What follows belongs to an exercise in optimizing a design on an open flow for small area, a short achievable clock period and few clock cycles; a production flow would make more cautious choices. Only simulation tests tie the RTL to the original design; equivalence was not proved. No activity file was given, so power comes from the tool's default toggle rates.

--- config.mk ---
export PLATFORM = sky130hd
export DESIGN_NAME = dmc_top
export DESIGN_NICKNAME = dmc_top
export VERILOG_FILES = /design/flow/design.v
export SDC_FILE = /design/flow/constraint.sdc
export NUM_CORES = 4
export LEC_CHECK = 0
export CAP_MARGIN = 20
export CORE_MARGIN = 2
export CORE_UTILIZATION = 40
export SLEW_MARGIN = 20
--- constraint.sdc ---
create_clock -name core_clock -period 5.0 [get_ports {clk_i}]
set_input_delay 1.0000 -clock core_clock [delete_from_list [all_inputs] [get_ports {clk_i}]]
set_output_delay 1.0000 -clock core_clock [all_outputs]
set_load 0.01 [all_outputs]
--- design.v ---
module DirectMappedCache #( parameter       BLOCK_SIZE = 32,
                            parameter       NUM_OF_BLOCKS_PER_LINE = 4,
                            parameter       NUM_OF_CACHE_LINES = 4,
                            parameter       ADDRESS_SIZE = 32
                            )
(
input rst_n_i, clk_i, read_i, write_i, write_line_i, read_line_i,
input [ADDRESS_SIZE - 1: 0] address_i,
input [BLOCK_SIZE - 1: 0] data_i,
input [NUM_OF_BLOCKS_PER_LINE*BLOCK_SIZE - 1 : 0] line_i,  
output reg [BLOCK_SIZE - 1: 0] data_o,
output reg [NUM_OF_BLOCKS_PER_LINE*BLOCK_SIZE - 1 : 0] line_o,
output reg [ADDRESS_SIZE - 1: 0]                        address_o,
output reg hit_o, read_flush_o, read_fetch_o, write_flush_o, write_fetch_o
);
reg rst_n_reg, read_reg, write_reg, write_line_reg, read_line_reg;
reg [ADDRESS_SIZE - 1: 0] address_reg;
reg [BLOCK_SIZE - 1: 0] data_i_reg;
reg [NUM_OF_BLOCKS_PER_LINE*BLOCK_SIZE - 1 : 0] line_i_reg;
localparam BLOCK_OFFSET_LENGTH = $clog2(NUM_OF_BLOCKS_PER_LINE);
localparam INDEX_LENGTH = $clog2(NUM_OF_CACHE_LINES);
localparam TAG_LENGTH = ADDRESS_SIZE - BLOCK_OFFSET_LENGTH - INDEX_LENGTH;
localparam DIRTY_BIT = 1'b1;  
localparam VALID_BIT = 1'b1;  
localparam CACHE_LINE_LENGTH = DIRTY_BIT + VALID_BIT + TAG_LENGTH + NUM_OF_BLOCKS_PER_LINE * BLOCK_SIZE;
localparam DIRTY_BIT_INDEX = CACHE_LINE_LENGTH - 1;
localparam VALID_BIT_INDEX = CACHE_LINE_LENGTH - 1 - DIRTY_BIT;
localparam TAG_INDEX = CACHE_LINE_LENGTH -1 - DIRTY_BIT - VALID_BIT;
wire [BLOCK_OFFSET_LENGTH - 1: 0] block_offset;
wire [INDEX_LENGTH - 1: 0] index;
wire [TAG_LENGTH - 1: 0] tag;
reg  [CACHE_LINE_LENGTH - 1: 0] cache [NUM_OF_CACHE_LINES - 1: 0];  
integer i;
assign index = address_reg[INDEX_LENGTH + BLOCK_OFFSET_LENGTH - 1 -: INDEX_LENGTH];
assign block_offset = address_reg[BLOCK_OFFSET_LENGTH - 1 -: BLOCK_OFFSET_LENGTH];
assign tag = address_reg[ADDRESS_SIZE - 1 -: TAG_LENGTH];
always @(posedge clk_i) begin
     rst_n_reg <= rst_n_i;
     read_reg <= read_i;
     write_reg <= write_i;
     write_line_reg <= write_line_i;
     read_line_reg <= read_line_i;
     address_reg <= address_i;
     data_i_reg <= data_i;
     line_i_reg <= line_i;
end
always @(posedge clk_i ) begin  
    if(!rst_n_reg) begin
        hit_o <= 0;
        read_flush_o <= 0;
        read_fetch_o <= 0;
        write_flush_o <= 0;
        write_fetch_o <= 0;
        for(i = 0; i < NUM_OF_CACHE_LINES; i = i + 1) begin
            cache[i][VALID_BIT_INDEX] <= 0;
        end
    end
    hit_o <= 0;
    read_flush_o <= 0;
    read_fetch_o <= 0;
    write_flush_o <= 0;
    write_fetch_o <= 0;
    if(read_reg) begin 
        if(cache[index][VALID_BIT_INDEX] && cache[index][TAG_INDEX -: TAG_LENGTH] == tag) begin
            hit_o <= 1;
            data_o <= cache[index][block_offset*BLOCK_SIZE + BLOCK_SIZE - 1 -: BLOCK_SIZE];
        end
        else if(cache[index][VALID_BIT_INDEX] && cache[index][DIRTY_BIT_INDEX] && !(cache[index][TAG_INDEX -: TAG_LENGTH] == tag)) begin
            read_flush_o <= 1;
        end
        else if(cache[index][VALID_BIT_INDEX] && !cache[index][DIRTY_BIT_INDEX] && !(cache[index][TAG_INDEX -: TAG_LENGTH] == tag)) begin
            read_fetch_o <= 1;
        end
        else if(!cache[index][VALID_BIT_INDEX]) begin
            read_fetch_o <= 1;
        end
    end
    if(write_reg) begin
        if(cache[index][VALID_BIT_INDEX] && cache[index][TAG_INDEX -: TAG_LENGTH] == tag) begin
            hit_o <= 1;
            read_flush_o <= 0;
            read_fetch_o <= 0;
            write_flush_o <= 0;
            write_fetch_o <= 0;
            cache[index][ DIRTY_BIT_INDEX ] <= 1;
            cache[index][ block_offset*BLOCK_SIZE + BLOCK_SIZE - 1 -: BLOCK_SIZE] <= data_i_reg;
        end
        else if(cache[index][VALID_BIT_INDEX] && cache[index][DIRTY_BIT_INDEX] && !(cache[index][TAG_INDEX -: TAG_LENGTH] == tag)) begin
            hit_o <= 0;
            read_flush_o <= 0;
            read_fetch_o <= 0;
            write_flush_o <= 1;
            write_fetch_o <= 0;
        end
        else if(cache[index][VALID_BIT_INDEX] && !cache[index][DIRTY_BIT_INDEX] && !(cache[index][TAG_INDEX -: TAG_LENGTH] == tag)) begin
            hit_o <= 0;
            read_flush_o <= 0;
            read_fetch_o <= 0;
            write_flush_o <= 0;
            write_fetch_o <= 1;
        end
        else if(!cache[index][VALID_BIT_INDEX]) begin
            hit_o <= 0;
            read_flush_o <= 0;
            read_fetch_o <= 0;
            write_flush_o <= 0;
            write_fetch_o <= 1;
        end
        else begin
            hit_o <= 0;
            read_flush_o <= 0;
            read_fetch_o <= 0;
            write_flush_o <= 0;
            write_fetch_o <= 0;
        end
    end
    if(write_line_reg) begin
        cache[index] <= {1'b0, 1'b1, tag, line_i_reg};
    end
    if(read_line_reg) begin
        hit_o <= 1;
        read_flush_o <= 0;
        read_fetch_o <= 0;
        write_flush_o <= 0;
        write_fetch_o <= 0;
        line_o <= cache[index][(TAG_INDEX - TAG_LENGTH) -: NUM_OF_BLOCKS_PER_LINE*BLOCK_SIZE];
        address_o <= { cache[index][ TAG_INDEX -: TAG_LENGTH ], index, {BLOCK_OFFSET_LENGTH{1'b0}}};
    end
end
endmodule
module DMC_Controller #(
                            parameter       BLOCK_SIZE = 32,
                            parameter       NUM_OF_BLOCKS_PER_LINE = 4,
                            parameter       NUM_OF_CACHE_LINES = 4,
                            parameter       ADDRESS_SIZE = 32
)
(
input                                                   clk_i,
input                                                   rst_n_i,
input                                                   write_i,
input                                                   read_i,
input                                                   hit_i,
input                                                   start_from_CPU_i,
input                                                   read_flush_i,
input                                                   read_fetch_i,
input                                                   write_flush_i,
input                                                   write_fetch_i,
input       [ADDRESS_SIZE - 1: 0]                       address_from_CPU_i,
input       [ADDRESS_SIZE - 1: 0]                       address_from_cache_i,
input       [BLOCK_SIZE - 1: 0]                         data_from_CPU_i,
input       [BLOCK_SIZE - 1: 0]                         data_from_cache_i,
input       [BLOCK_SIZE - 1: 0]                         data_from_memory_i,
input       [NUM_OF_BLOCKS_PER_LINE*BLOCK_SIZE - 1: 0]  line_i,
output  reg [BLOCK_SIZE - 1: 0]                         data_to_CPU_o,
output  reg [BLOCK_SIZE - 1: 0]                         data_to_cache_o,
output  reg [BLOCK_SIZE - 1: 0]                         data_to_memory_o,
output  reg [NUM_OF_BLOCKS_PER_LINE*BLOCK_SIZE - 1: 0]  line_o,
output  reg [ADDRESS_SIZE - 1: 0]                       address_to_cache_o,
output  reg [ADDRESS_SIZE - 1: 0]                       address_to_memory_o,
output  reg                                             ready_to_CPU_o,
output  reg                                             mem_read_o,
output  reg                                             mem_write_o,
output  reg                                             read_o,
output  reg                                             read_line_o,
output  reg                                             write_o,
output  reg                                             write_line_o
        );
localparam HIT = 0;
localparam READ_FLUSH = 1;
localparam READ_FETCH = 2;
localparam WRITE_FLUSH = 3;
localparam WRITE_FETCH = 4;
localparam READY = 0;
localparam READ = 1;
localparam READ_RESPONSE = 2;
localparam WRITE = 3;
localparam WRITE_RESPONSE = 4;
localparam FLUSH_CACHE_LINE = 5;
localparam READ_LINE = 6;
localparam WRITE_TO_MEM = 7;
localparam READ_FROM_MEM = 8;
localparam WAIT_MEM_READ = 9;
localparam RECEIVE_FROM_MEM = 10;
localparam WRITE_LINE = 11;
reg [$clog2(NUM_OF_BLOCKS_PER_LINE): 0] block_count;
reg [NUM_OF_BLOCKS_PER_LINE*BLOCK_SIZE - 1: 0] local_line;
reg [ADDRESS_SIZE - 1: 0] address_reg, address_from_cache_reg;
reg [BLOCK_SIZE - 1: 0] data_from_CPU_reg, data_from_cache_reg;
reg read_reg, write_reg;
reg [5:0] state;
wire [4:0] response;  
wire [ADDRESS_SIZE - 1: 0] line_address = {address_reg[ADDRESS_SIZE - 1: $clog2(NUM_OF_BLOCKS_PER_LINE)], {$clog2(NUM_OF_BLOCKS_PER_LINE){1'b0}}};
integer i;
always@(posedge clk_i) begin
    if(!rst_n_i) begin
        state <= READY;
        ready_to_CPU_o <= 0;
        mem_read_o <= 0;
        mem_write_o <= 0;
        read_o <= 0;
        read_line_o <= 0;
        write_o <= 0;
        write_line_o <= 0;
    end
    else
    case(state)
        READY: begin
            data_to_CPU_o <= data_from_cache_reg;  
            ready_to_CPU_o <= 1;
            if(start_from_CPU_i) begin
                address_reg <= address_from_CPU_i;
                data_from_CPU_reg <= data_from_CPU_i;
                read_reg <= read_i;
                write_reg <= write_i;
                ready_to_CPU_o <= 0;
                block_count <= 0;
                if(read_i) begin
                    state <= READ;
                end
                else if(write_i) begin
                    state <= WRITE;
                end
                else begin  
                    state <= READY;
                    $display("START RECEIEVED FROM CPU WITH NO INSTRUCTION");
                end
            end
        end
        READ: begin
            read_o <= 1;
            address_to_cache_o <= address_reg;
            state <= READ_RESPONSE;
            write_line_o <= 0;
        end
        READ_RESPONSE: begin
            read_o <= 0;
            if(hit_i == 1) begin
                data_from_cache_reg <= data_from_cache_i;
                state <= READY;
            end
            else if(read_flush_i == 1) begin
                state <= FLUSH_CACHE_LINE;
            end
            else if(read_fetch_i == 1) begin
                state <= READ_FROM_MEM;
            end
            else begin
                state <= READ_RESPONSE;
            end
        end
        WRITE: begin
            data_to_cache_o <= data_from_CPU_reg;
            write_o <= 1;
            address_to_cache_o <= address_reg;
            write_line_o <= 0;
            state <= WRITE_RESPONSE;
        end
        WRITE_RESPONSE: begin
            write_o <= 0;
            if(hit_i == 1) begin
                state <= READY;
            end
            else if(write_flush_i == 1) begin
                state <= FLUSH_CACHE_LINE;
            end
            else if(write_fetch_i == 1) begin
                state <= READ_FROM_MEM;
            end
            else begin
                state <= WRITE_RESPONSE;
            end
        end
        FLUSH_CACHE_LINE: begin
            address_to_cache_o <= address_reg;
            read_line_o <= 1;
            state <= READ_LINE;
        end
        READ_LINE: begin
            read_line_o <= 0;
            if(hit_i == 1) begin
                local_line <= line_i;
                address_from_cache_reg <= address_from_cache_i;
                state <= WRITE_TO_MEM;
            end
        end
        WRITE_TO_MEM: begin
            block_count <= block_count + 1;
            if(block_count < NUM_OF_BLOCKS_PER_LINE) begin  
                mem_write_o <= 1;
                data_to_memory_o <= local_line[block_count*BLOCK_SIZE + BLOCK_SIZE  - 1 -: BLOCK_SIZE];   
                address_to_memory_o <= (address_from_cache_reg + block_count);
            end
            else begin
                block_count <= 0;
                mem_write_o <= 0;
                state <= READ_FROM_MEM;
            end
        end
        READ_FROM_MEM: begin
            mem_read_o <= 1;
            address_to_memory_o <= (line_address + block_count);
            state <= WAIT_MEM_READ;
        end
        WAIT_MEM_READ: begin
            mem_read_o <= 0;
            state <= RECEIVE_FROM_MEM;
        end
        RECEIVE_FROM_MEM: begin
            if(block_count < NUM_OF_BLOCKS_PER_LINE)
                local_line[(block_count * BLOCK_SIZE) + BLOCK_SIZE - 1 -: BLOCK_SIZE]  <= data_from_memory_i;
            block_count <= block_count + 1;
            if(block_count < NUM_OF_BLOCKS_PER_LINE) begin
                state <= READ_FROM_MEM;
            end
            else begin
                block_count <= 0;
                state <= WRITE_LINE;
            end
        end
        WRITE_LINE: begin
            line_o <= local_line;
            write_line_o <= 1;
            address_to_cache_o <= address_reg;
            if(read_reg) begin
                state <= READ;
            end
            else if(write_reg) begin
                state <= WRITE;
            end
            else begin
                $display("GOT TO WRITE_LINE WITH INVALID INSTRUCTION");
                state <= READY;
            end
        end
    endcase
end
endmodule
module dmc_top (
    input         clk_i,
    input         rst_n_i,
    input         start_i,
    input         read_i,
    input         write_i,
    input  [31:0] address_i,
    input  [31:0] data_i,
    output [31:0] data_o,
    output        ready_o,
    output        mem_read_o,
    output        mem_write_o,
    output [31:0] mem_address_o,
    output [31:0] mem_data_o,
    input  [31:0] mem_data_i
);
localparam BLOCK_SIZE = 32;
localparam NUM_OF_BLOCKS_PER_LINE = 4;
localparam NUM_OF_CACHE_LINES = 4;
localparam ADDRESS_SIZE = 32;
localparam LINE_SIZE = NUM_OF_BLOCKS_PER_LINE * BLOCK_SIZE;
wire hit, read_flush, read_fetch, write_flush, write_fetch;
wire cache_read, cache_write, cache_read_line, cache_write_line;
wire [BLOCK_SIZE - 1: 0]   data_from_cache, data_to_cache;
wire [ADDRESS_SIZE - 1: 0] address_from_cache, address_to_cache;
wire [LINE_SIZE - 1: 0]    line_from_cache, line_to_cache;
DMC_Controller #(.BLOCK_SIZE(BLOCK_SIZE), .NUM_OF_BLOCKS_PER_LINE(NUM_OF_BLOCKS_PER_LINE),
                 .NUM_OF_CACHE_LINES(NUM_OF_CACHE_LINES), .ADDRESS_SIZE(ADDRESS_SIZE)) controller (
    .clk_i(clk_i),
    .rst_n_i(rst_n_i),
    .write_i(write_i),
    .read_i(read_i),
    .hit_i(hit),
    .start_from_CPU_i(start_i),
    .read_flush_i(read_flush),
    .read_fetch_i(read_fetch),
    .write_flush_i(write_flush),
    .write_fetch_i(write_fetch),
    .address_from_CPU_i(address_i),
    .address_from_cache_i(address_from_cache),
    .data_from_CPU_i(data_i),
    .data_from_cache_i(data_from_cache),
    .data_from_memory_i(mem_data_i),
    .line_i(line_from_cache),
    .data_to_CPU_o(data_o),
    .data_to_cache_o(data_to_cache),
    .data_to_memory_o(mem_data_o),
    .line_o(line_to_cache),
    .address_to_cache_o(address_to_cache),
    .address_to_memory_o(mem_address_o),
    .ready_to_CPU_o(ready_o),
    .mem_read_o(mem_read_o),
    .mem_write_o(mem_write_o),
    .read_o(cache_read),
    .read_line_o(cache_read_line),
    .write_o(cache_write),
    .write_line_o(cache_write_line)
);
DirectMappedCache #(.BLOCK_SIZE(BLOCK_SIZE), .NUM_OF_BLOCKS_PER_LINE(NUM_OF_BLOCKS_PER_LINE),
                    .NUM_OF_CACHE_LINES(NUM_OF_CACHE_LINES), .ADDRESS_SIZE(ADDRESS_SIZE)) cache (
    .rst_n_i(rst_n_i),
    .clk_i(clk_i),
    .read_i(cache_read),
    .write_i(cache_write),
    .write_line_i(cache_write_line),
    .read_line_i(cache_read_line),
    .address_i(address_to_cache),
    .data_i(data_to_cache),
    .line_i(line_to_cache),
    .data_o(data_from_cache),
    .line_o(line_from_cache),
    .address_o(address_from_cache),
    .hit_o(hit),
    .read_flush_o(read_flush),
    .read_fetch_o(read_fetch),
    .write_flush_o(write_flush),
    .write_fetch_o(write_fetch)
);
endmodule
--- run.sh ---
#!/bin/bash
# synth_recipe.tcl (not shown) runs the flow's synth.tcl, then flattens the netlist and writes it again
# the make line also repeats each setting of config.mk as NAME=value (left out here)
make -C /OpenROAD-flow-scripts/flow DESIGN_CONFIG=/design/flow/config.mk WORK_HOME=/design/flow/orfs CLKGATE_MAP_FILE= SYNTH_SCRIPT=/design/flow/synth_recipe.tcl finish
==> reports/qor.txt, run 1 <==
commonest cells in the netlist = 1365 x edfxtp_1, 217 x dfxtp_1, 209 x mux4_2
hold-fix buffers at CTS = 0
series of cell instances along the critical path = mux4_2, xnor2_1, nand4_1, nor4_2, a31oi_2, nor3_2, buf_4
number of instances in the synthesized netlist = 3022
residual antenna-violating net count after detailed routing = 0
post-layout net count = 3427
Die Outline Area = 0.147 mm^2
number of post-CTS setup repair buffers = 0
setup tns final = 0 ns
number of I/O port buffers = 199
Setup crit start kind = register
fraction of the cycle the final worst path needs = 0.852
top area cells in the synthesized netlist = edfxtp_1 71%, mux4_2 8.2%, dfxtp_1 7.6%
fraction of the mapped netlist area in compound gates = 0.0525
clock period minus worst slack = 4.26 ns
unrepaired setup endpoints after global routing = no
via count = 29700
final RePlAce weighted congestion = 0.808
DR vias/cell = 5.53
count of final hold-check violations = 0
Post-synth EDFFs = 1365
horizontal die dimension = 383 um
DPL Wire Length = 94.2 mm
number of DRC violations after detailed-routing iteration 0 = 3153
I/O pin cnt = 200
most congested layer reported by global routing = met2
number of CTS-inserted buffers = 161
total number of H-tree levels = 4
transition time of the tightest slew-check pin = 1.10 ns
number of flip-flops in the largest register = 632
global-route wire length before repair = 211 mm
largest area contributor in the netlist = edfxtp_1
root buf cell = clkbuf_16
Clock Skews = 0.0651 ns
combinational family with the most area after synthesis = multiplexers
Max Cap Violations = 0
global routing usage on met2 = 0.315
proportion of layout cells with a drive suffix above 1 = 0.179
flops & latches, synth = 1582
number of setup violations in the final report = 0
met3 usage in global routing = 0.0432
relative slew slack = 0.270
drt pass-1 iters = 5
status = no timing/DRC/antenna violations
area growth from synthesis to layout = 18.2%
met1 demand-to-capacity share in global routing = 0.287
clock tree sinks = 1582
max-slew violations = 0
most common cell in the synthesized netlist = edfxtp_1
mux contribution to synthesized area = 0.0938
Critical Path End Type = register
share of synthesized cell area in full adder, half adder and majority cells = 0.00131
number of placement rows = 139
vertical die dimension = 383 um
worst min-delay path class = register to register
XOR/XNOR share of the synthesized area = 0.0105
register clock-pin slew on the reported worst setup and hold paths = 0.06 ns
syn nets = 3129
sequential cell area fraction in the yosys report = 0.789
top achievable clock speed = 0.235 GHz
TritonCTS clock tree = built
simple-gate share of the synthesized area = 0.0397
Post-route DRC = 0
grt total ovfl = 0
Core Box Area = 0.143 mm^2
count of synthesis-stage warnings from yosys = 2
Max rail drop VDD = 0.278 mV
Syn Area/Cell = 19.0 um^2
peak fanout along the critical path = 26
wire length per cell after detailed routing = 27.6 um
Initial Util = 0.401
delay of the slowest cell on the worst path = 0.78 ns
standard cell with the maximum stage delay on the critical path = nor4_2
initial antenna violation count = 6
area of the mapped netlist = 0.0574 mm^2
via count of the first global-routing pass = 29300
Yosys cell types = 66
ratio of total power to cell area = 455 mW/mm^2
share of async-settable or async-resettable flops after synthesis = 0
CP required = 5.38 ns
maximum number of buffers from clock root to sink = 3
total length of routed wires = 148 mm
pin count of the biggest net entering global routing = 112
clock network latency to the later pin of the worst-skew pair = 0.80 ns
total routing resource utilization after global routing = 0.202
arrival time of data at the critical path endpoint = 4.63 ns
post-CTS resize count = 0
total power consumption of the routed design = 30800 uW
static leakage = 0.0222 uW
worst setup path category = register to register
area share of the largest cell type after synthesis = 0.714
Main synth FF type = edfxtp_1
placed cells by master, fill, tap and decap left out, drive strengths merged, types with 32 or more instances in the layout:
master,Yosys,final
clkinv,1,49
a22o,129,129
nand2,128,128
a22oi,67,67
xnor2,39,39
a31oi,46,46
mux2i,64,64
clkbuf,116,225
edfxtp,1365,1365
nor2,163,163
dfxtp,217,217
nand3,32,32
and2,34,34
a21oi,111,111
mux4,209,209
clkdlybuf4s50,0,199
buf,47,99
cells by family after synthesis:
| group | after synthesis |
|---|---|
| AOI/OAI and AO/OA | 420 |
| xor gates and xnor gates | 69 |
| adders and majority gates | 6 |
| buffers and inverters | 183 |
| DFF | 1582 |
| muxes | 276 |
| and+or+nand+nor | 486 |
final timing paths:
kind	start	to	slack, ns	cells after the start
setup reg to reg	cache.address_reg[2]	cache.cache[2][3]	0.74	7
hold / removal	controller.data_to_cache_o[9]	cache.data_i_reg[9]	0.30	0
setup / recovery	cache.address_reg[2]	cache.cache[2][3]	0.74	7
hold reg to reg	controller.data_to_cache_o[9]	cache.data_i_reg[9]	0.30	0
critical path: cells and delay by family, from the launching register on:
| family | cells | cell delay, ns |
|---|---|---|
| compound gates | 1 | 0.52 |
| xor+xnor | 1 | 0.21 |
| flops | 1 | 0.72 |
| mux | 1 | 0.60 |
| buf+inv | 1 | 0.48 |
| simple gates | 3 | 1.27 |
power breakdown:
part           switching [uW]  total (uW)  leakage [uW]  internal [uW]
Clock                    5150       12100       0.00261           6990
Sequential                326       15400        0.0142          15000
Combinational            2100        3320       0.00540           1230
Total                    7580       30800        0.0222          23300
per-layer routing:
| metal | routed length [um] | share of wire |
|---|---|---|
| met4 | 3580 | 0.024 |
| met3 | 11800 | 0.079 |
| met2 | 69500 | 0.47 |
| met1 | 63200 | 0.43 |
| met5 | 39 | 0.00026 |
area by class of cell:
| class | instances | area [um^2] |
|---|---|---|
| diodes | 2 | 5.00 |
| clock buffers | 225 | 4510 |
| clock inverters | 77 | 882 |
| fillers | 11800 | 75300 |
| inverters | 20 | 75.1 |
| multi-input cells | 1257 | 11600 |
| flip-flops and latches | 1582 | 45400 |
| well taps | 1903 | 2380 |
| repair buffers | 298 | 3030 |
stage by stage:
stage                     cell area [um^2]  hold slack, ns  setup slack [ns]  instances  utilization
after floorplan                      57400           0.323            -0.774       3022            -
after global placement               62400           0.324             0.852       5059        0.436
after detailed placement             62400           0.327             0.783       5059        0.436
after CTS                            67800           0.312             0.736       5361        0.474
final                                67900           0.299             0.742       5364        0.474
after global routing                 67900           0.304             0.423       5362        0.474
Testbench counts, summed over its fixed seeds: cycles 63,208.
==> inputs of run 2 (changes only) <==
==> design.v (replaced) <==
module dmc_top (
    input         clk_i,
    input         rst_n_i,
    input         start_i,
    input         read_i,
    input         write_i,
    input  [31:0] address_i,
    input  [31:0] data_i,
    output [31:0] data_o,
    output        ready_o,
    output        mem_read_o,
    output        mem_write_o,
    output [31:0] mem_address_o,
    output [31:0] mem_data_o,
    input  [31:0] mem_data_i
);
reg [31:0] store [0:15];       
reg [27:0] tag   [0:3];
reg [3:0]  pres  [0:3];        
reg [3:0]  dirty;
reg        busy;               
reg [31:0] dreg;               
reg [31:0] wdat;               
reg        byp;                
reg        pw_v;
reg [3:0]  pw_a;               
reg        pw_mem;             
reg [27:0] ra_tag;
reg [3:0]  ra_a;
reg        ra_wr;
reg [3:0]  mm;                 
reg [1:0]  wp;                 
wire [1:0]  idx = address_i[3:2];
wire [27:0] tg  = address_i[31:4];
wire        req = !busy && start_i && (read_i || write_i);
wire        rd  = read_i;
wire        wr  = !read_i;
wire        valid = |pres[idx];
wire        thit  = valid && (tag[idx] == tg);
wire        dm    = valid && !thit && dirty[idx];
wire        present = thit && pres[idx][address_i[1:0]];
wire [31:0] wbus = pw_mem ? mem_data_i : wdat;
wire        fwd  = pw_v && (pw_a == address_i[3:0]);
wire [3:0]  rsel = busy ? {ra_a[3:2], wp} : address_i[3:0];
wire [31:0] rword = store[rsel];
wire        wb_read  = busy && (mm != 4'd0);
wire        wb_write = busy && (mm == 4'd0) && !(pw_v && pw_a[1:0] == wp);
wire [1:0]  mj = mm[0] ? 2'd0 : mm[1] ? 2'd1 : mm[2] ? 2'd2 : 2'd3;
assign ready_o       = !busy;
assign data_o        = byp ? mem_data_i : dreg;
assign mem_read_o    = !busy || wb_read;
assign mem_write_o   = wb_write;
assign mem_address_o = busy ? {tag[ra_a[3:2]], ra_a[3:2], wb_read ? mj : wp} : address_i;
assign mem_data_o    = rword;
integer k;
always @(posedge clk_i) begin
    if (pw_v)
        store[pw_a] <= wbus;
    if (req && rd)
        dreg <= fwd ? wbus : rword;
    else if (byp)
        dreg <= mem_data_i;
    if (req && wr)
        wdat <= data_i;
    else if (busy && byp)
        wdat <= mem_data_i;
    byp  <= req && rd && !present;
    pw_v <= 1'b0;
    if (req) begin
        ra_tag <= tg;
        ra_a   <= address_i[3:0];
        ra_wr  <= wr;
        if (dm) begin
            busy <= 1'b1;
            mm   <= ~pres[idx];
            wp   <= 2'd0;
        end else begin
            pw_v   <= wr || !present;
            pw_a   <= address_i[3:0];
            pw_mem <= rd;
            if (!thit) begin
                tag[idx]   <= tg;
                pres[idx]  <= 4'b0001 << address_i[1:0];
                dirty[idx] <= wr;
            end else begin
                pres[idx][address_i[1:0]] <= 1'b1;
                if (wr)
                    dirty[idx] <= 1'b1;
            end
        end
    end
    if (busy) begin
        if (wb_read) begin
            mm[mj] <= 1'b0;
            pw_v   <= 1'b1;
            pw_a   <= {ra_a[3:2], mj};
            pw_mem <= 1'b1;
        end else if (wb_write) begin
            wp <= wp + 2'd1;
            if (wp == 2'd3) begin
                busy <= 1'b0;
                tag[ra_a[3:2]]   <= ra_tag;
                pres[ra_a[3:2]]  <= 4'b0001 << ra_a[1:0];
                dirty[ra_a[3:2]] <= ra_wr;
                pw_v   <= 1'b1;
                pw_a   <= ra_a;
                pw_mem <= 1'b0;
            end
        end
    end
    if (!rst_n_i) begin
        busy <= 1'b0;
        byp  <= 1'b0;
        pw_v <= 1'b0;
        for (k = 0; k < 4; k = k + 1)
            pres[k] <= 4'd0;
    end
end
endmodule
--- a/config.mk
+++ b/config.mk
@@ -5,7 +5,9 @@
 export SDC_FILE = /design/flow/constraint.sdc
 export NUM_CORES = 4
 export LEC_CHECK = 0
+export ABC_CLOCK_PERIOD_IN_PS = 2500
 export CAP_MARGIN = 20
 export CORE_MARGIN = 2
 export CORE_UTILIZATION = 40
+export SETUP_SLACK_MARGIN = 2.5
 export SLEW_MARGIN = 20
==> run 2 against run 1 <==
Wire length shrank 37%. Clock power shrank 51%. Worst hold slack gained 0.16 ns. Register-to-register slack gained 1.4 ns. Sequential share of layout area shrank 16 points. Area after synthesis shrank 44%. Cell count shrank 36%. Total power shrank 48%. Critical path depth grew 4.
==> reports/qor.txt, run 2 <==
horizontal die dimension = 287 um (-25%)
area growth from synthesis to layout = 36.2%
area of the mapped netlist = 0.0320 mm^2 (-44%)
wire length per cell after detailed routing = 27.0 um (-2.1%)
number of flip-flops in the largest register = 512 (-19%)
root buf cell = clkbuf_16
commonest non-fill, non-tap cell in the layout = edfxtp_1
number of CTS-inserted buffers = 82 (-49%)
Main synth FF type = edfxtp_1
relative slew slack = 0.279 (+0.00900)
area share of the largest cell type after synthesis = 0.647 (-0.0666)
residual antenna-violating net count after detailed routing = 0 (unchanged)
status = no timing/DRC/antenna violations
CP required = 4.00 ns (-1.38 ns)
top area cells in the synthesized netlist = edfxtp_1 65%, mux4_2 13%, mux2_2 4.4%
vertical die dimension = 287 um (-25%)
post-layout net count = 2450 (-29%)
via count of the first global-routing pass = 20100 (-31%)
hold-fix buffers at CTS = 0 (unchanged)
clock network latency to the later pin of the worst-skew pair = 0.63 ns (-0.17 ns)
transition time of the tightest slew-check pin = 1.08 ns (-0.0147 ns)
arrival time of data at the critical path endpoint = 2.93 ns (-1.70 ns)
worst min-delay path class = register to register
static leakage = 0.0153 uW (-31%)
share of async-settable or async-resettable flops after synthesis = 0 (unchanged)
Die Outline Area = 0.0822 mm^2 (-44%)
number of DRC violations after detailed-routing iteration 0 = 1773 (-44%)
total routing resource utilization after global routing = 0.223 (+0.0209)
number of instances in the synthesized netlist = 1858 (-39%)
I/O pin cnt = 200 (unchanged)
proportion of layout cells with a drive suffix above 1 = 0.436 (+0.257)
syn nets = 1969 (-37%)
Core Box Area = 0.0790 mm^2 (-45%)
Clock Skews = 0.0307 ns (-0.0344 ns)
commonest cells in the netlist = 689 x edfxtp_1, 291 x nand2_1, 189 x mux4_2
Critical Path End Type = output port
Post-Place Worst Slack = 0.238 ns (-0.545 ns)
number of setup violations in the final report = 0 (unchanged)
amount of wire on met2 after detailed routing = 46.6 mm (-33%)
area of the multi-input gates = 0.0111 mm^2 (-5.0%)
flops & latches, synth = 757 (-52%)
unrepaired setup endpoints after global routing = yes
Post-synth EDFFs = 689 (-50%)
drt pass-1 iters = 5 (unchanged)
amount of wire on met3 after detailed routing = 6.62 mm (-44%)
sequential cell area = 0.0221 mm^2 (-51%)
Max rail drop VDD = 0.261 mV (-6.3%)
Post-route DRC = 0 (unchanged)
total number of H-tree levels = 3 (-1)
via count = 19600 (-34%)
most used cells in the layout excluding fill and tap cells = 689 x edfxtp_1, 242 x nand2_1, 189 x mux4_2
Initial Util = 0.405 (+0.00350)
worst setup path category = register to output port
maximum number of buffers from clock root to sink = 3 (unchanged)
count of synthesis-stage warnings from yosys = 1 (-1)
Yosys cell types = 63 (-4.5%)
number of placement rows = 103 (-26%)
uppermost layer routed = met5
Setup crit start kind = register
number of I/O port buffers = 199 (unchanged)
peak fanout along the critical path = 7 (-73%)
grt total ovfl = 0 (unchanged)
ratio of total power to cell area = 367 mW/mm^2 (-19%)
total length of routed wires = 93.4 mm (-37%)
fill cell total of the finished layout = 6060 (-49%)
Max Cap Violations = 0 (unchanged)
largest area contributor in the netlist = edfxtp_1
final RePlAce weighted congestion = 0.795 (-1.6%)
DR vias/cell = 5.66 (+2.4%)
Syn Area/Cell = 17.2 um^2 (-9.4%)
TritonCTS clock tree = built
global-route wire length before repair = 133 mm (-37%)
fraction of the cycle the final worst path needs = 0.786 (-0.0656)
clock period minus worst slack = 3.93 ns (-0.328 ns)
max-slew violations = 0 (unchanged)
most common cell in the synthesized netlist = edfxtp_1
pin count of the biggest net entering global routing = 67 (-40%)
count of final hold-check violations = 0 (unchanged)
clock tree sinks = 757 (-52%)
length of routed wiring on met1 = 37.4 mm (-41%)
register clock-pin slew on the reported worst setup and hold paths = 0.06 ns (about the same)
setup tns final = 0 ns (unchanged)
setup slack after layout = 1.07 ns (+0.328 ns)
DPL Wire Length = 47.2 mm (-50%)
initial antenna violation count = 4 (-2)
sequential cell area fraction in the yosys report = 0.690 (-0.0997)
top achievable clock speed = 0.254 GHz (+8.4%)
==> run 2: what timing repair did <==
| action | CTS | global route |
|---|---|---|
| pin swaps | 66 | 51 |
| gates cloned | 42 | 7 |
| buffers inserted | 129 | 64 |
| endpoints found under the hold margin | 0 | 0 |
| endpoints found under the setup margin | 628 | 384 |
| resized for setup | 800 | 177 |
==> run 2: path summary, 6_finish.rpt <==
check,start,endpoint,slack (ns),cells after the start
worst max register to register,pres[3][1],tag[0][16],2.10,9
worst max-delay path,busy,mem_data_o[19],1.07,11
worst min-delay path,pres[3][0],pres[3][0],0.46,1
worst min register to register,pres[3][0],pres[3][0],0.46,1
==> run 2: through the flow <==
step	total power (uW)	cells	instance area [um^2]	utilization	hold WS, ns
final	16000	3456	43500	0.551	0.461
after global routing	16500	3456	43500	0.551	0.485
after CTS	15900	3383	42200	0.534	0.462
after detailed placement	9510	3062	36300	0.459	0.444
after global placement	9460	3062	36300	0.459	0.440
after floorplan	8740	1858	33000	-	0.427
==> run 2: cells by family (layout without fill, tap and decap cells) <==
group                      after synthesis  count (layout)  synth area share
adders and majority gates               10              10           0.00391
muxes                                  353             353             0.189
AOI/OAI and AO/OA                      167             169            0.0334
DFF                                    757             757             0.690
xor gates and xnor gates                31              31           0.00920
other                                    0               1                 0
buffers and inverters                  125             666            0.0167
and+or+nand+nor                        415             419            0.0577
==> run 2: worst max-delay path, cell delays in order (launching register included) <==
cell and delay [ns]:
dfxtp_4 0.37, buf_12 0.10, mux2i_4 0.28, buf_6 0.14, buf_12 0.14, buf_8 0.13
buf_12 0.14, mux4_2 0.50, nand2_1 0.08, and3_4 0.18, a31oi_2 0.05, buf_2 0.20
==> run 2: metal layers <==
metal | vias up | global-route usage
li1 | 8409 | -
met5 | - | 0
met1 | 10200 | 0.288
met4 | 4 | 0.0810
met2 | 788 | 0.372
met3 | 164 | 0.0454
==> run 2: power by group <==
part / leakage, uW / internal, uW / switching [uW]
combinational: 0.00719 / 1260 / 1300
sequential: 0.00681 / 7300 / 145
clock: 0.00129 / 3530 / 2430
==> run 2: area by class of cell <==
class	count	share of cell area
tap	1050	0.0302
inverter	18	0.00247
antenna	1	0.0000575
timing repair buffer	497	0.145
clock buffer	107	0.0517
clock inverter	43	0.00894
timing repair inverter	1	0.000460
multi-input combinational	982	0.254
sequential	757	0.507
Testbench counts of run 2, summed over its fixed seeds: cycles 8,719.
==> inputs of run 3 (changes only) <==
--- a/config.mk
+++ b/config.mk
@@ -5,9 +5,7 @@
 export SDC_FILE = /design/flow/constraint.sdc
 export NUM_CORES = 4
 export LEC_CHECK = 0
-export ABC_CLOCK_PERIOD_IN_PS = 2500
 export CAP_MARGIN = 20
 export CORE_MARGIN = 2
 export CORE_UTILIZATION = 40
-export SETUP_SLACK_MARGIN = 2.5
 export SLEW_MARGIN = 20
==> run 3 against run 2 <==
Largest power group unchanged. Synthesized cell count did not move. Cell area is 12% lower. Worst setup slack worse by 0.86 ns. Die area unchanged. Still clean on timing, DRC and antenna. Count of clock-buffer cells in the layout grew 6. Maximum frequency down 18%.
==> reports/qor.txt, run 3 <==
register clock-pin slew on the reported worst setup and hold paths = 0.06 ns (about the same)
proportion of layout cells with a drive suffix above 1 = 0.255 (-0.181)
horizontal die dimension = 287 um (unchanged)
clock network latency to the later pin of the worst-skew pair = 0.64 ns (about the same)
clock tree sinks = 757 (unchanged)
number of placement rows = 103 (unchanged)
final RePlAce weighted congestion = 0.797 (+0.18%)
flops & latches, synth = 757 (unchanged)
sequential cell area = 0.0221 mm^2 (-0.10%)
number of flip-flops in the largest register = 512 (unchanged)
arrival time of data at the critical path endpoint = 3.79 ns (+0.86 ns)
number of post-CTS setup repair buffers = 0 (-100%)
grt total ovfl = 0 (unchanged)
global-route wire length before repair = 120 mm (-10%)
initial antenna violation count = 4 (unchanged)
TritonCTS clock tree = built
transition time of the tightest slew-check pin = 1.01 ns (-0.0737 ns)
worst setup path category = input pin to output port
total number of H-tree levels = 3 (unchanged)
wire length per cell after detailed routing = 24.9 um (-7.8%)
number of I/O port buffers = 199 (unchanged)
via count of the first global-routing pass = 18700 (-6.9%)
post-placement cell area = 0.0358 mm^2 (-1.2%)
pin count of the biggest net entering global routing = 48 (-28%)
fill cell total of the finished layout = 6583 (+8.6%)
largest area contributor in the netlist = edfxtp_1
number of setup violations in the final report = 0 (unchanged)
unrepaired setup endpoints after global routing = no
Clock Skews = 0.0237 ns (-0.00703 ns)
I/O pin cnt = 200 (unchanged)
static leakage = 0.0129 uW (-16%)
residual antenna-violating net count after detailed routing = 0 (unchanged)
most common cell in the synthesized netlist = edfxtp_1
count of final hold-check violations = 0 (unchanged)
share of async-settable or async-resettable flops after synthesis = 0 (unchanged)
Max rail drop VDD = 0.264 mV (+1.4%)
status = no timing/DRC/antenna violations
top achievable clock speed = 0.209 GHz (-18%)
post-CTS resize count = 0 (-100%)
post-layout utilization of the core = 0.488 (-0.0635)
delay of the slowest cell on the worst path = 0.63 ns (+0.13 ns)
area of the multi-input gates = 0.00961 mm^2 (-13%)
number of DRC violations after detailed-routing iteration 0 = 1696 (-4.3%)
maximum number of buffers from clock root to sink = 3 (unchanged)
Die Outline Area = 0.0822 mm^2 (unchanged)
count of synthesis-stage warnings from yosys = 1 (unchanged)
DR vias/cell = 5.57 (-1.6%)
top area cells in the synthesized netlist = edfxtp_1 65%, mux4_2 13%, mux2_2 4.4%
commonest cells in the netlist = 689 x edfxtp_1, 291 x nand2_1, 189 x mux4_2
Critical Path End Type = output port
syn nets = 1969 (unchanged)
area growth from synthesis to layout = 20.5%
clock period minus worst slack = 4.79 ns (+0.864 ns)
Post-synth EDFFs = 689 (unchanged)
count of cells along the worst hold path = 1 (unchanged)
peak fanout along the critical path = 23 (+16)
commonest non-fill, non-tap cell in the layout = edfxtp_1
total length of routed wires = 80.7 mm (-14%)
vertical die dimension = 287 um (unchanged)
Post-route DRC = 0 (unchanged)
Core Box Area = 0.0790 mm^2 (unchanged)
drt pass-1 iters = 6 (+1)
area of the mapped netlist = 0.0320 mm^2 (unchanged)
most frequent cell on the critical path = clkdlybuf4s50_1
number of instances in the synthesized netlist = 1858 (unchanged)
DPL Wire Length = 48.2 mm (+2.1%)
setup slack after layout = 0.206 ns (-0.864 ns)
Max Cap Violations = 0 (unchanged)
ratio of total power to cell area = 396 mW/mm^2 (+8.1%)
sequential cell area fraction in the yosys report = 0.690 (unchanged)
count of cells along the worst register-to-register path = 8 (-1)
worst min-delay path class = register to register
via count = 18000 (-7.8%)
setup tns final = 0 ns (unchanged)
Yosys cell types = 63 (unchanged)
hold-fix buffers at CTS = 0 (unchanged)
standard cell with the maximum stage delay on the critical path = clkdlybuf4s50_1
Syn Area/Cell = 17.2 um^2 (unchanged)
max-slew violations = 0 (unchanged)
fraction of the cycle the final worst path needs = 0.959 (+0.173)
Post-Place Worst Slack = 0.193 ns (-0.0451 ns)
series of cell instances along the critical path = clkdlybuf4s50_1, mux2i_4, buf_12, buf_4, mux4_2, nand2_1, and3_1, a31oi_1, clkdlybuf4s50_1
post-layout net count = 2225 (-9.2%)
CP required = 4.00 ns (about the same)
root buf cell = clkbuf_16
Main synth FF type = edfxtp_1
Initial Util = 0.405 (unchanged)
final non-filler cell area = 0.0385 mm^2 (-12%)
relative slew slack = 0.327 (+0.0483)
area share of the largest cell type after synthesis = 0.647 (unchanged)
most used cells in the layout excluding fill and tap cells = 689 x edfxtp_1, 288 x nand2_1, 197 x clkdlybuf4s50_1
total routing resource utilization after global routing = 0.196 (-0.0265)
number of CTS-inserted buffers = 82 (unchanged)
Setup crit start kind = input pin
==> run 3: cell counts after synthesis <==
Identical to the previous run, type by type.
==> run 3: final timing paths <==
check	start	to	slack, ns
worst max register to register	busy	pres[1][0]	1.76
worst min register to register	pres[2][0]	pres[2][0]	0.46
worst min-delay path	pres[2][0]	pres[2][0]	0.46
worst max-delay path	address_i[0]	mem_data_o[29]	0.21
==> run 3: cell families (layout without fill, tap and decap cells) <==
group / count (synthesis) / after routing / share of synthesized area
flops: 757 / 757 / 0.690
mux: 353 / 353 / 0.189
simple gates: 415 / 415 / 0.0577
fa+ha+maj: 10 / 10 / 0.00391
other cells: 0 / 4 / 0
xor+xnor: 31 / 31 / 0.00920
buf+inv: 125 / 451 / 0.0167
compound gates: 167 / 167 / 0.0334
==> run 3: area by class of cell <==
class                      instances  area share
antenna                            4    0.000260
clock buffer                     113      0.0584
clock inverter                    41      0.0113
inverter                          18     0.00175
multi-input combinational        976       0.249
sequential                       757       0.573
tap                             1050      0.0341
timing repair buffer             279      0.0721
==> run 3: metal layers <==
metal / vias up / global-route usage / share of wire
li1: 7926 / - / -
met1: 9405 / 0.268 / 0.43
met2: 576 / 0.320 / 0.49
met3: 131 / 0.0313 / 0.054
met4: 0 / 0.0703 / 0.029
met5: - / 0 / 0
==> run 3: worst max-delay path: cells and delay by family <==
kind            cells  cell delay (ns)
compound gates      1             0.06
buf+inv             4             1.68
mux                 2             0.80
simple gates        2             0.23
==> run 3: where the power goes <==
part	internal [uW]	switching (uW)	leakage, uW
Sequential	7300	138	0.00681
Clock	3490	2500	0.00130
Combinational	836	1010	0.00479
==> run 3: through the flow <==
stage               total power [uW]  std cells  hold WS (ns)
floorplan                       8590       1858         0.427
global placement                9370       3078         0.442
detailed placement              9430       3080         0.450
CTS                            15400       3234         0.470
global route                   15800       3238         0.490
finish                         15300       3238         0.464
==> inputs of run 4 (changes only) <==
==> design.v (replaced) <==
module dmc_top (
    input         clk_i,
    input         rst_n_i,
    input         start_i,
    input         read_i,
    input         write_i,
    input  [31:0] address_i,
    input  [31:0] data_i,
    output [31:0] data_o,
    output        ready_o,
    output        mem_read_o,
    output        mem_write_o,
    output [31:0] mem_address_o,
    output [31:0] mem_data_o,
    input  [31:0] mem_data_i
);
reg [127:0] line  [0:3];       
reg [27:0]  tag   [0:3];
reg [3:0]   pres  [0:3];       
reg [3:0]   dirty;
reg        busy;               
reg [31:0] dreg;               
reg [31:0] wdat;               
reg        byp;                
reg        pw_v;
reg [3:0]  pw_a;               
reg        pw_mem;             
reg [27:0] vtag;               
reg [3:0]  ra_a;               
reg [3:0]  mm;                 
reg [3:0]  av;                 
reg [1:0]  wp;                 
reg [31:0] mdo;                
reg        mv;                 
wire [1:0]  idx = address_i[3:2];
wire [27:0] tg  = address_i[31:4];
wire        req = !busy && start_i && (read_i || write_i);
wire        rd  = read_i;
wire        wr  = !read_i;
wire        valid   = |pres[idx];
wire        thit    = valid && (tag[idx] == tg);
wire        dm      = valid && !thit && dirty[idx];
wire        present = thit && pres[idx][address_i[1:0]];
wire [31:0] wbus = pw_mem ? mem_data_i : wdat;
wire        wb_read  = busy && (mm != 4'd0);
wire        wb_write = busy && (mm == 4'd0) && mv;
wire [1:0]  mj = mm[0] ? 2'd0 : mm[1] ? 2'd1 : mm[2] ? 2'd2 : 2'd3;
wire [1:0]  wp_next = wb_write ? wp + 2'd1 : wp;
wire [1:0]   lsel  = busy ? ra_a[3:2] : idx;
wire [1:0]   wsel  = busy ? wp_next : address_i[1:0];
wire [127:0] lword = line[lsel];
wire [31:0]  rword = lword[wsel*32 +: 32];
wire [3:0]   rtgt  = busy ? {ra_a[3:2], wp_next} : address_i[3:0];
wire         rfwd  = pw_v && (pw_a == rtgt);
wire         mfwd  = pw_v && (pw_a == {lsel, busy ? wp_next : 2'd0});
assign ready_o       = !busy;
assign data_o        = byp ? mem_data_i : dreg;
assign mem_read_o    = !busy || wb_read;
assign mem_write_o   = wb_write;
assign mem_address_o = busy ? {vtag, ra_a[3:2], wb_read ? mj : wp} : address_i;
assign mem_data_o    = mdo;
integer k;
always @(posedge clk_i) begin
    if (pw_v)
        line[pw_a[3:2]][pw_a[1:0]*32 +: 32] <= wbus;
    if (req && rd)
        dreg <= rfwd ? wbus : rword;
    else if (byp)
        dreg <= mem_data_i;
    if (req && wr)
        wdat <= data_i;
    else if (busy && byp)
        wdat <= mem_data_i;
    mdo <= mfwd ? wbus : busy ? rword : lword[31:0];
    byp  <= req && rd && !present;
    pw_v <= 1'b0;
    if (!busy) begin
        vtag <= tag[idx];
        ra_a <= address_i[3:0];
        mm   <= ~pres[idx];
        av   <= pres[idx];
        wp   <= 2'd0;
        mv   <= pres[idx][0];
    end
    if (req) begin
        if (dm)
            busy <= 1'b1;
        else begin
            pw_v   <= wr || !present;
            pw_a   <= address_i[3:0];
            pw_mem <= rd;
        end
        if (!thit) begin
            tag[idx]   <= tg;
            pres[idx]  <= 4'b0001 << address_i[1:0];
            dirty[idx] <= wr;
        end else begin
            pres[idx][address_i[1:0]] <= 1'b1;
            if (wr)
                dirty[idx] <= 1'b1;
        end
    end
    if (busy) begin
        if (pw_v)
            av[pw_a[1:0]] <= 1'b1;
        mv <= av[wp_next] || (pw_v && pw_a[1:0] == wp_next);
        if (wb_read) begin
            mm[mj] <= 1'b0;
            pw_v   <= 1'b1;
            pw_a   <= {ra_a[3:2], mj};
            pw_mem <= 1'b1;
        end else if (wb_write) begin
            wp <= wp + 2'd1;
            if (wp == 2'd3) begin
                busy   <= 1'b0;
                pw_v   <= 1'b1;
                pw_a   <= ra_a;
                pw_mem <= 1'b0;
            end
        end
    end
    if (!rst_n_i) begin
        busy <= 1'b0;
        byp  <= 1'b0;
        pw_v <= 1'b0;
        for (k = 0; k < 4; k = k + 1)
            pres[k] <= 4'd0;
    end
end
endmodule
--- a/config.mk
+++ b/config.mk
@@ -5,7 +5,9 @@
 export SDC_FILE = /design/flow/constraint.sdc
 export NUM_CORES = 4
 export LEC_CHECK = 0
+export ABC_CLOCK_PERIOD_IN_PS = 2500
 export CAP_MARGIN = 20
 export CORE_MARGIN = 2
 export CORE_UTILIZATION = 40
+export SETUP_SLACK_MARGIN = 3.0
 export SLEW_MARGIN = 20
==> run 4 against run 3 <==
Cell area rose by 20%. Worst setup slack improved by 1.6 ns. Critical endpoint is now mem_address_o[0]. Total power increased by 11%. Global-route usage up 6.6 points. Critical path type is now register to output port. Non-clock buffer count is 257 higher. Register-to-register slack gained 0.14 ns. Worst hold slack improved by 0.0044 ns. Still clean. Wire length rose by 49%. Combinational power rose by 49%.
==> reports/qor.txt, run 4 <==
unrepaired setup endpoints after global routing = yes
relative slew slack = 0.325 (-0.00184)
startpoint of the worst hold path = pres[2][0]
number of I/O port buffers = 199 (unchanged)
Main synth FF type = edfxtp_1
number of CTS-inserted buffers = 83 (+1.2%)
Critical Path End Type = output port
total number of H-tree levels = 3 (unchanged)
Clock Skews = 0.0287 ns (+0.00508 ns)
number of DRC violations after detailed-routing iteration 0 = 2780 (+64%)
initial antenna violation count = 4 (unchanged)
share of async-settable or async-resettable flops after synthesis = 0 (unchanged)
worst setup path category = register to output port
commonest non-fill, non-tap cell in the layout = edfxtp_1
clock tree sinks = 791 (+4.5%)
flop-to-flop setup slack = 1.90 ns (+0.14 ns)
worst min-delay path class = register to register
total routing resource utilization after global routing = 0.262 (+0.0660)
final RePlAce weighted congestion = 0.823 (+3.4%)
residual antenna-violating net count after detailed routing = 0 (unchanged)
root buf cell = clkbuf_16
Syn Area/Cell = 13.1 um^2 (-24%)
Max Cap Violations = 0 (unchanged)
pin count of the biggest net entering global routing = 127 (+160%)
crit path launch = mm[2]
area of the mapped netlist = 0.0339 mm^2 (+6.2%)
Post-Place Worst Slack = 0.690 ns (+0.497 ns)
Max rail drop VDD = 0.317 mV (+20%)
Post-synth EDFFs = 692 (+0.44%)
hold-fix buffers at CTS = 0 (unchanged)
proportion of layout cells with a drive suffix above 1 = 0.332 (+0.0762)
setup tns final = 0 ns (unchanged)
register clock-pin slew on the reported worst setup and hold paths = 0.07 ns (about the same)
clock period minus worst slack = 3.20 ns (-1.59 ns)
fraction of the cycle the final worst path needs = 0.640 (-0.318)
Die Outline Area = 0.0872 mm^2 (+6.1%)
drt pass-1 iters = 7 (+1)
commonest cells in the netlist = 692 x edfxtp_1, 571 x nand2_1, 197 x nor2_1
horizontal die dimension = 295 um (+3.0%)
final hold slack = 0.469 ns (+0.00441 ns)
max-slew violations = 0 (unchanged)
via count of the first global-routing pass = 24500 (+31%)
most used cells in the layout excluding fill and tap cells = 692 x edfxtp_1, 565 x nand2_1, 172 x nor2_1
post-layout net count = 3149 (+42%)
wire length per cell after detailed routing = 28.3 um (+13%)
number of placement rows = 106 (+2.9%)
number of setup violations in the final report = 0 (unchanged)
number of flip-flops in the largest register = 512 (unchanged)
sequential cell area = 0.0228 mm^2 (+3.5%)
I/O pin cnt = 200 (unchanged)
transition time of the tightest slew-check pin = 0.984 ns (-0.0230 ns)
setup slack after layout = 1.80 ns (+1.59 ns)
total length of routed wires = 120 mm (+49%)
Setup crit start kind = register
arrival time of data at the critical path endpoint = 2.20 ns (-1.59 ns)
Initial Util = 0.405 (about the same)
most common cell in the synthesized netlist = edfxtp_1
TritonCTS clock tree = built
CP required = 4.00 ns (about the same)
area share of the largest cell type after synthesis = 0.612 (-0.0349)
area growth from synthesis to layout = 36.3%
amount of wire on met3 after detailed routing = 14.5 mm (+230%)
top area cells in the synthesized netlist = edfxtp_1 61%, nand2_1 6.3%, dfxtp_1 5.8%
status = no timing/DRC/antenna violations
clock network latency to the later pin of the worst-skew pair = 0.66 ns (+0.02 ns)
via count = 25000 (+38%)
DR vias/cell = 5.88 (+5.5%)
grt total ovfl = 0 (unchanged)
length of routed wiring on met1 = 45.8 mm (+33%)
DPL Wire Length = 58.4 mm (+21%)
maximum number of buffers from clock root to sink = 3 (unchanged)
global-route wire length before repair = 167 mm (+39%)
peak fanout along the critical path = 4 (-83%)
syn nets = 2691 (+37%)
number of instances in the synthesized netlist = 2585 (+39%)
count of synthesis-stage warnings from yosys = 1 (unchanged)
amount of wire on met2 after detailed routing = 54.4 mm (+38%)
vertical die dimension = 295 um (+3.0%)
sequential cell area fraction in the yosys report = 0.671 (-0.0191)
Yosys cell types = 65 (+3.2%)
largest area contributor in the netlist = edfxtp_1
top achievable clock speed = 0.312 GHz (+50%)
uppermost layer routed = met5
count of final hold-check violations = 0 (unchanged)
ratio of total power to cell area = 366 mW/mm^2 (-7.8%)
Post-route DRC = 0 (unchanged)
flops & latches, synth = 791 (+4.5%)
area of the multi-input gates = 0.0121 mm^2 (+26%)
fill cell total of the finished layout = 6596 (+0.20%)
Core Box Area = 0.0838 mm^2 (+6.1%)
total power consumption of the routed design = 16900 uW (+11%)
static leakage = 0.0177 uW (+37%)
reg-to-reg startpoint = mm[2]
==> run 4: cell types whose count changed after synthesis, sizes merged, moves of 37 or more <==
cell    change
a31oi      +99
and3      +128
clkbuf     +37
mux2i      +65
mux4      -156
nand2     +280
nor2      +174
==> run 4: where the power goes <==
group	total [uW]	leakage [uW]	switching [uW]	internal, uW
Clock	6510	0.00141	2690	3820
Combinational	2750	0.00911	1530	1220
Sequential	7640	0.00714	126	7520
Total	16900	0.0177	4350	12600
==> run 4: cell type report <==
class | instances | share of cell area
well taps | 1134 | 0.0307
repair buffers | 536 | 0.148
clock buffers | 115 | 0.0503
flip-flops and latches | 791 | 0.494
inverters | 20 | 0.00222
multi-input cells | 1611 | 0.262
clock inverters | 41 | 0.0123
diodes | 1 | 0.0000541
==> run 4: final timing paths <==
| check | endpoint | cells past startpoint |
|---|---|---|
| worst max-delay path | mem_address_o[0] | 6 |
| worst min-delay path | pres[2][0] | 2 |
| worst max register to register | mdo[28] | 15 |
| worst min register to register | pres[2][0] | 2 |
==> run 4: cell families (layout without fill, tap and decap cells) <==
family,Yosys count,after routing,share of synthesized area
AO/OA/AOI/OAI,271,275,0.0581
other,0,1,0
flip-flops,791,791,0.671
multiplexers,297,297,0.106
buffers and inverters,195,712,0.0268
XOR/XNOR,36,36,0.00973
adder cells (fa/ha/maj),5,5,0.00184
AND/OR/NAND/NOR,990,998,0.127
==> run 4: what timing repair did <==
| item | in CTS | in global routing |
|---|---|---|
| gates resized for setup | 835 | 273 |
| hold endpoints to repair | 0 | 0 |
| pin swaps | 35 | 43 |
| endpoints found under the setup margin | 1358 | 711 |
| setup buffers | 150 | 77 |
| cloned | 49 | 13 |
==> run 4: through the flow <==
stage / area, um^2 / util / instances
final: 46200 / 0.552 / 4249
after global routing: 46200 / 0.552 / 4248
after CTS: 44300 / 0.529 / 4158
after detailed placement: 37800 / 0.450 / 3803
after global placement: 37800 / 0.450 / 3803
after floorplan: 34800 / - / 2585
==> run 4: metal layers <==
metal / up-vias / GRT usage
met3: 295 / 0.0586
met5: - / 0
met4: 4 / 0.0987
li1: 10500 / -
met1: 12600 / 0.352
met2: 1589 / 0.417
==> run 4: critical path, stage by stage, from the launching register on <==
cell and delay (ns):
dfxtp_4 0.35, or4_4 0.55, nand2_4 0.10, nor3_2 0.05
a31oi_1 0.22, nand2_2 0.14, buf_6 0.15
Testbench counts of run 4, summed over its fixed seeds: cycles 8,719.
==> inputs of run 5 (changes only) <==
--- a/config.mk
+++ b/config.mk
@@ -9,5 +9,5 @@
 export CAP_MARGIN = 20
 export CORE_MARGIN = 2
 export CORE_UTILIZATION = 40
-export SETUP_SLACK_MARGIN = 3.0
+export SETUP_SLACK_MARGIN = 2.5
 export SLEW_MARGIN = 20
==> run 5 against run 4 <==
Count of clock-buffer cells in the layout fell by 7. First-iteration DRC count rose by 9.6%. Die area did not move. Cell count fell by 0.80%. Critical path type unchanged. Critical endpoint unchanged. Synthesized cell count did not move. Still clean.
==> reports/qor.txt, run 5 <==
largest area contributor in the netlist = edfxtp_1
number of DRC violations after detailed-routing iteration 0 = 3048 (+9.6%)
peak fanout along the critical path = 3 (-1)
Max rail drop VDD = 0.302 mV (-4.6%)
Post-synth EDFFs = 692 (unchanged)
number of instances in the synthesized netlist = 2585 (unchanged)
Critical Path End Type = output port
post-layout net count = 3118 (-0.98%)
Core Box Area = 0.0838 mm^2 (unchanged)
worst min-delay path class = register to register
transition time of the tightest slew-check pin = 1.14 ns (+0.160 ns)
sequential cell area fraction in the yosys report = 0.671 (unchanged)
global-route wire length before repair = 171 mm (+2.5%)
most common cell in the synthesized netlist = edfxtp_1
horizontal die dimension = 295 um (unchanged)
startpoint of the worst hold path = pres[2][3]
total routing resource utilization after global routing = 0.273 (+0.0105)
Initial Util = 0.405 (unchanged)
via count of the first global-routing pass = 24500 (+0.12%)
wire length per cell after detailed routing = 29.4 um (+3.9%)
number of I/O port buffers = 199 (unchanged)
reg-to-reg startpoint = mm[0]
max-slew violations = 0 (unchanged)
share of async-settable or async-resettable flops after synthesis = 0 (unchanged)
hold worst-path end = pres[2][3]
DPL Wire Length = 58.7 mm (+0.61%)
CP required = 4.00 ns (about the same)
root buf cell = clkbuf_16
vertical die dimension = 295 um (unchanged)
total power consumption of the routed design = 16500 uW (-2.2%)
Max Cap Violations = 0 (unchanged)
pin count of the biggest net entering global routing = 56 (-56%)
ratio of total power to cell area = 365 mW/mm^2 (about the same)
I/O pin cnt = 200 (unchanged)
Die Outline Area = 0.0872 mm^2 (unchanged)
area growth from synthesis to layout = 33.2%
arrival time of data at the critical path endpoint = 2.22 ns (+0.02 ns)
relative slew slack = 0.216 (-0.110)
syn nets = 2691 (unchanged)
clock period minus worst slack = 3.22 ns (+0.0158 ns)
final RePlAce weighted congestion = 0.801 (-2.7%)
fill cell total of the finished layout = 6703 (+1.6%)
flops & latches, synth = 791 (unchanged)
terminus of the critical flop-to-flop path = dreg[10]
area share of the largest cell type after synthesis = 0.612 (unchanged)
fraction of the cycle the final worst path needs = 0.644 (+0.00317)
area of the mapped netlist = 0.0339 mm^2 (unchanged)
count of cells along the worst hold path = 2 (unchanged)
unrepaired setup endpoints after global routing = yes
Clock Skews = 0.0307 ns (+0.00200 ns)
Main synth FF type = edfxtp_1
drt pass-1 iters = 8 (+1)
hold-fix buffers at CTS = 0 (unchanged)
register clock-pin slew on the reported worst setup and hold paths = 0.06 ns (about the same)
number of placement rows = 106 (unchanged)
Yosys cell types = 65 (unchanged)
number of CTS-inserted buffers = 83 (unchanged)
total number of H-tree levels = 3 (unchanged)
commonest non-fill, non-tap cell in the layout = edfxtp_1
DR vias/cell = 5.96 (+1.4%)
worst setup path category = register to output port
maximum number of buffers from clock root to sink = 3 (unchanged)
via count = 25100 (+0.56%)
flop-to-flop setup slack = 1.89 ns (about the same)
static leakage = 0.0172 uW (-2.7%)
count of cells along the worst register-to-register path = 15 (unchanged)
number of flip-flops in the largest register = 512 (unchanged)
commonest cells in the netlist = 692 x edfxtp_1, 571 x nand2_1, 197 x nor2_1
count of final hold-check violations = 0 (unchanged)
grt total ovfl = 0 (unchanged)
residual antenna-violating net count after detailed routing = 0 (unchanged)
Setup crit start kind = register
proportion of layout cells with a drive suffix above 1 = 0.297 (-0.0350)
setup tns final = 0 ns (unchanged)
total length of routed wires = 124 mm (+3.1%)
clock tree sinks = 791 (unchanged)
count of synthesis-stage warnings from yosys = 1 (unchanged)
final hold slack = 0.473 ns (+0.00463 ns)
Syn Area/Cell = 13.1 um^2 (unchanged)
most used cells in the layout excluding fill and tap cells = 692 x edfxtp_1, 562 x nand2_1, 173 x nor2_1
status = no timing/DRC/antenna violations
clock network latency to the later pin of the worst-skew pair = 0.67 ns (about the same)
top achievable clock speed = 0.311 GHz (-0.49%)
TritonCTS clock tree = built
top area cells in the synthesized netlist = edfxtp_1 61%, nand2_1 6.3%, dfxtp_1 5.8%
initial antenna violation count = 6 (+2)
Post-route DRC = 0 (unchanged)
number of setup violations in the final report = 0 (unchanged)
run 5: cell count changes in the layout (fill, tap and decap cells not counted), moves of 19 or more:
cell           before  now
mux2_4            151  106
mux2_2              8   52
dfxtp_1            61   88
dlygate4sd2_1      53   80
buf_4             126  101
dfxtp_2            29    7
buf_6             162  143
run 5: power by group:
group          leakage (uW)  internal, uW  switching (uW)
Sequential          0.00714          7510             134
Combinational       0.00870          1110            1530
Clock               0.00135          3590            2660
Total                0.0172         12200            4320
run 5: what timing repair did:
action / in CTS / in global routing
buffers inserted: 155 / 49
gates resized for setup: 731 / 201
setup endpoints to repair: 882 / 512
pin swaps: 79 / 49
cloned: 56 / 11
run 5: final cells by class:
cell class                      instances  area (um^2)  area share
Antenna cell                            1         2.50   0.0000553
Clock buffer                          108         2230      0.0493
Clock inverter                         45          512      0.0113
Inverter                               20          114     0.00252
Multi-Input combinational cell       1617        11800       0.260
Sequential cell                       791        22800       0.504
Tap cell                             1134         1420      0.0314
Timing Repair Buffer                  497         6390       0.141
Timing Repair inverter                  2         15.0    0.000332
run 5: kinds of logic after synthesis:
| group | Yosys count | share of synthesized area |
|---|---|---|
| flip-flops | 791 | 0.671 |
| AO/OA/AOI/OAI | 271 | 0.0581 |
| AND/OR/NAND/NOR | 990 | 0.127 |
| XOR/XNOR | 36 | 0.00973 |
| buffers and inverters | 195 | 0.0268 |
| multiplexers | 297 | 0.106 |
| adder cells (fa/ha/maj) | 5 | 0.00184 |
run 5: routing by layer:
metal	global-route usage	vias to the layer above	share of wire
met1	0.365	12700	0.38
met5	0	-	0.00033
met2	0.430	1728	0.46
met4	0.0888	2	0.034
met3	0.0759	295	0.13
li1	-	10400	-
run 5: how the worst max path moves through the flow:
| stage | start | endpoint | slack (ns) | depth (start not counted) |
|---|---|---|---|---|
| after floorplan | address_i[2] | tag[0][0] | 1.49 | 8 |
| after global placement | address_i[2] | tag[0][14] | 0.71 | 8 |
| after detailed placement | address_i[2] | tag[0][14] | 0.65 | 8 |
| after CTS | mm[0] | mem_address_o[0] | 1.82 | 6 |
| after global routing | mm[0] | mem_address_o[0] | 1.77 | 8 |
| final | mm[0] | mem_address_o[0] | 1.78 | 8 |
run 5: per-stage QoR:
stage / instances / instance area, um^2 / setup slack, ns / util
6_report: 4215 / 45200 / 1.78 / 0.539
5_1_grt: 4214 / 45200 / 1.77 / 0.539
4_1_cts: 4154 / 43700 / 1.82 / 0.522
3_5_place_dp: 3790 / 37300 / 0.652 / 0.445
3_3_place_gp: 3790 / 37300 / 0.715 / 0.445
2_1_floorplan: 2585 / 34200 / 1.49 / -
run 5: worst max-delay path: stages (launching register included):
cell,delay [ns]
dfxtp_4,0.35
buf_12,0.12
buf_12,0.12
nor4_4,0.31
buf_4,0.18
buf_6,0.10
a31oi_1,0.09
nand2_2,0.15
buf_6,0.13

-- static timing again, ports no longer ideal --
No port has a modelled driver above. Below, the same layouts with a new extraction and two added sets of constraints.
Step 1, drivers: a clkbuf_16 drives clk_i and a buf_2 each remaining input, both assumed.
Step 2 adds t to the input delays and takes it off the output delays; t is the mean of the earliest and latest rising clock arrival at the registers after step 1. Input paths then give back, and output paths get back, about the clock's delay inside the block.
a / b / c = no drivers / after step 1 / after step 2; a / b = the first two.
run	t (ns)	setup WS [ns]	hold WS [ns]
run 1	0.847	0.742 / 0.742 / 0.742	0.299 / 0.299 / 0.299
run 2	0.680	1.070 / 1.002 / 1.054	0.461 / 0.461 / 0.461
run 3	0.689	0.206 / 0.156 / 0.178	0.464 / 0.464 / 0.464
run 4	0.712	1.798 / 1.731 / 1.089	0.469 / 0.469 / 0.469
run 5	0.718	1.782 / 1.714 / 1.022	0.473 / 0.473 / 0.473
After both steps setup and hold are still met in every run listed. For run 5, which loses most, drivers alone change the setup slack by -0.068 ns; drivers and shift together by -0.760 ns.
